This design comes from an exercise in tuning for small area and a short achievable clock period on the open sky130 flow, not from production work. The RTL was checked by simulation tests, not by an equivalence proof against the original design. Power is estimated from default activity; no workload was simulated.

## cpu
module cpu(
input [15:0] instruction,
input [15:0] memIn,
input reset,
input clk,
output [15:0] memOut,
output reg writeM,
output [15:0] memAddress,
output reg [15:0] pc);
For scale: about 66 flip-flops, ~83 I/O pins, ~0.0052 sq mm of cells after synthesis.
clock: 8.0 ns
lec_check: 0
cap_margin: 20
core_margin: 2
core_utilization: 40
setup_slack_margin: 3.5
slew_margin: 20
standard.sh (not shown) runs the stock make flow with config.mk's settings and CLKGATE_MAP_FILE= SYNTH_SCRIPT=/design/flow/synth_recipe.tcl, a recipe that flattens the netlist after the stock synthesis.
==> flow/flow/run.sh <==
#!/bin/bash
# Layout flow: the standard flow (standard.sh) with these changes:
#  - ports are buffered with the cell named in flow/port_buf.txt
#    (default sky130_fd_sc_hd__buf_2) instead of the delay buffers that
#    buffer_ports picks by default; every port still gets its buffer;
#  - clock tree synthesis runs with the arguments in flow/cts_args.txt
#    (default: ORFS's, without dummy loads);
#  - if flow/abc.script exists, the standard synthesis maps the logic with
#    that ABC script instead of ORFS's abc_speed.script, and if
#    flow/no_adder_map exists it leaves adders to ABC instead of mapping
#    them to the library's half and full adder cells. Nothing else in the
#    synthesis changes, so the registers are the standard synthesis's.
# Every tool's output goes to ORFS's logs under orfs/logs; make's own output
# goes to flow.log here.
set -euo pipefail
here=$(pwd)
cp standard.sh standard_sh.log
extra=""
if [[ -f flow/no_adder_map ]]; then extra="ADDER_MAP_FILE="; fi
if [[ -f flow/abc.script ]]; then
  cp flow/abc.script "$here/my_abc.script"
  {
    head -n 1 synth_recipe.tcl
    cat <<'EOT'
proc abc {args} {
  set i [lsearch -exact $args -script]
  if { $i >= 0 } { lset args [expr {$i + 1}] $::env(FLOW_ABC_SCRIPT) }
  yosys abc {*}$args
}
EOT
    tail -n +2 synth_recipe.tcl
  } > "$here/my_synth.tcl"
  export FLOW_ABC_SCRIPT="$here/my_abc.script"
  sed -e "s#SYNTH_SCRIPT=[^ ]*#SYNTH_SCRIPT=$here/my_synth.tcl $extra#" standard.sh > my_standard.sh
else
  sed -e "s#SYNTH_SCRIPT=\([^ ]*\)#SYNTH_SCRIPT=\1 $extra#" standard.sh > my_standard.sh
fi
portbuf=sky130_fd_sc_hd__buf_2
if [[ -f flow/port_buf.txt ]]; then portbuf=$(cat flow/port_buf.txt); fi
export BUFFER_PORTS_ARGS="-buffer_cell $portbuf"
if [[ -f flow/cts_args.txt ]]; then
  export CTS_ARGS="$(cat flow/cts_args.txt)"
else
  export CTS_ARGS="-sink_clustering_enable -repair_clock_nets -dont_use_dummy_load"
fi
bash my_standard.sh > flow.log 2>&1
==> flow/flow/abc.script <==
strash
dch
map -B 0.9
topo
stime -c
buffer -c
upsize -c
dnsize -c
==> flow/flow/cts_args.txt <==
-sink_clustering_enable -repair_clock_nets -dont_use_dummy_load -buf_list {sky130_fd_sc_hd__clkbuf_4 sky130_fd_sc_hd__clkbuf_8}
==> flow/flow/no_adder_map <==
Edit:
==> flow/flow/abc.script (replaced) <==
strash
dch
map -D 2000
topo
stime -c
buffer -c
upsize -c -D 2000
dnsize -c -D 2000
Settings changed: SETUP_SLACK_MARGIN 3.5 to 3.6.
After rerunning: Clock power barely changes; global-route usage grows by 0.50 points; synthesized cell count shrinks by 28%; fmax goes down by 1.6%; synthesized area falls by 13%; combinational power grows by 34%.
Edit:
==> flow/flow/abc.script (replaced) <==
strash
dch
map -B 0.9
topo
stime -c
buffer -c
upsize -c
dnsize -c
==> flow/flow/cts_args.txt (replaced) <==
-sink_clustering_enable -repair_clock_nets -dont_use_dummy_load -sink_clustering_size 24 -sink_clustering_max_diameter 80 -buf_list {sky130_fd_sc_hd__clkbuf_4 sky130_fd_sc_hd__clkbuf_8}
==> flow/flow/port_buf.txt (new file) <==
sky130_fd_sc_hd__buf_1
Settings changed: CORE_UTILIZATION 40 to 55, SETUP_SLACK_MARGIN 3.6 to 3.8.
Effect:
- global-route usage went up by 7.6 points
- first-iteration DRC count went up by 40%
- cell area went down by 4.2%
- combinational power went down by 26%
- total power went down by 13%
- hold slack improved by 0.029 ns
- die area went down by 16%
- worst setup slack improved by 0.29 ns
- utilization went up by 9.3 points
- count of clock-buffer cells in the layout is unchanged
Edit:
Settings changed: CORE_UTILIZATION 55 to 65.
Effect:
- The new run completed with no timing, DRC or antenna violations
- clock skew falls by 0.0035 ns
- first-iteration DRC count rises by 41%
- area after synthesis does not change
- sequential cell count is unchanged
- wire length rises by 7.0%


v9:
Starting RTL as in the previous note.
Settings: LEC_CHECK=0, CAP_MARGIN=20, CORE_MARGIN=2, CORE_UTILIZATION=55, PLACE_DENSITY=0.75, SETUP_SLACK_MARGIN=3.8, SLEW_MARGIN=20; clock period 8.0 ns.
==> flow/flow/abc.script <==
strash
dch
map -B 0.9
topo
stime -c
buffer -c
upsize -c
dnsize -c
==> flow/flow/cts_args.txt <==
-sink_clustering_enable -repair_clock_nets -dont_use_dummy_load -sink_clustering_size 24 -sink_clustering_max_diameter 80 -buf_list {sky130_fd_sc_hd__clkbuf_4 sky130_fd_sc_hd__clkbuf_8}
==> flow/flow/port_buf.txt <==
sky130_fd_sc_hd__buf_1
Scripts as last shown in full above: flow/flow/run.sh, flow/flow/no_adder_map
v9 completed; timing, DRC and antenna clean
> inputs changed (v9 -> v35)
==> flow/flow/cts_args.txt <==
-sink_clustering_enable -repair_clock_nets -dont_use_dummy_load -buf_list {sky130_fd_sc_hd__clkbuf_4 sky130_fd_sc_hd__clkbuf_8}
--- a/flow/config.mk
+++ b/flow/config.mk
@@ -10,2 +10 @@
-export CORE_UTILIZATION = 55
-export PLACE_DENSITY = 0.75
+export CORE_UTILIZATION = 40
removed: flow/flow/port_buf.txt
Notes after the runs:
v35 completed; timing, DRC and antenna clean. NOTE: clock slew at the register clock pins of the worst setup and hold paths in v35 falls short of that of v9. Between v35 and v9, it is v35 whose routed wire length is higher, by about 9%. Between v9 and v35, relative area change from synthesis to final layout increased. Higher achievable frequency among v9 and v35: v35. Compared v35 vs v9, and non-clock buffer count is up in v35. When v35 is set beside v9, its first-iteration DRC count turns out to be 67 larger. When v35 is measured against v9, its critical path depth turns out 6 higher. Compared with v9, v35 shows fraction of power consumed by sequential logic lower by 1.1 points. The worst supply voltage drop on vdd number comes out lower for v35 vs v9. v35 has required time of the worst setup path below what v9 had. The final reports for v35 and v9 show detailed placer's ending HPWL higher in the former.

[re-timing with driven ports]
The results above use ideal ports. As a check the final layouts listed here were re-extracted and re-timed, cells and wires unchanged. Step 1 sets driving cells, clkbuf_16 on the clock port and buf_2 on the other inputs (assumed; they add their load-dependent delay and slew). Step 2 moves the port delays by t, midway between the first and last clock arrival at a register: inputs arrive t later, outputs are due t later. That takes back most of the time a late clock gives input paths. Three values: no drivers, after step 1, after step 2; two values: the first two.
run	t (ns)	setup slack, ns	worst setup path at the end
the first run of note 1	0.393	3.755 / 3.768 / 3.374	input to register
the second run of note 1	0.382	3.688 / 3.660 / 3.278	input to register
the third run of note 1	0.378	3.973 / 3.985 / 3.607	input to register
the fourth run of note 1	0.354	3.841 / 3.845 / 3.491	input to register
v9	0.359	3.948 / 3.958 / 3.599	input to register
v35	0.391	3.962 / 3.974 / 3.583	input to register
After both steps every run listed still meets setup and hold. For the second run of note 1, which loses most, drivers alone change the setup slack by -0.028 ns; drivers and shift together by -0.410 ns.
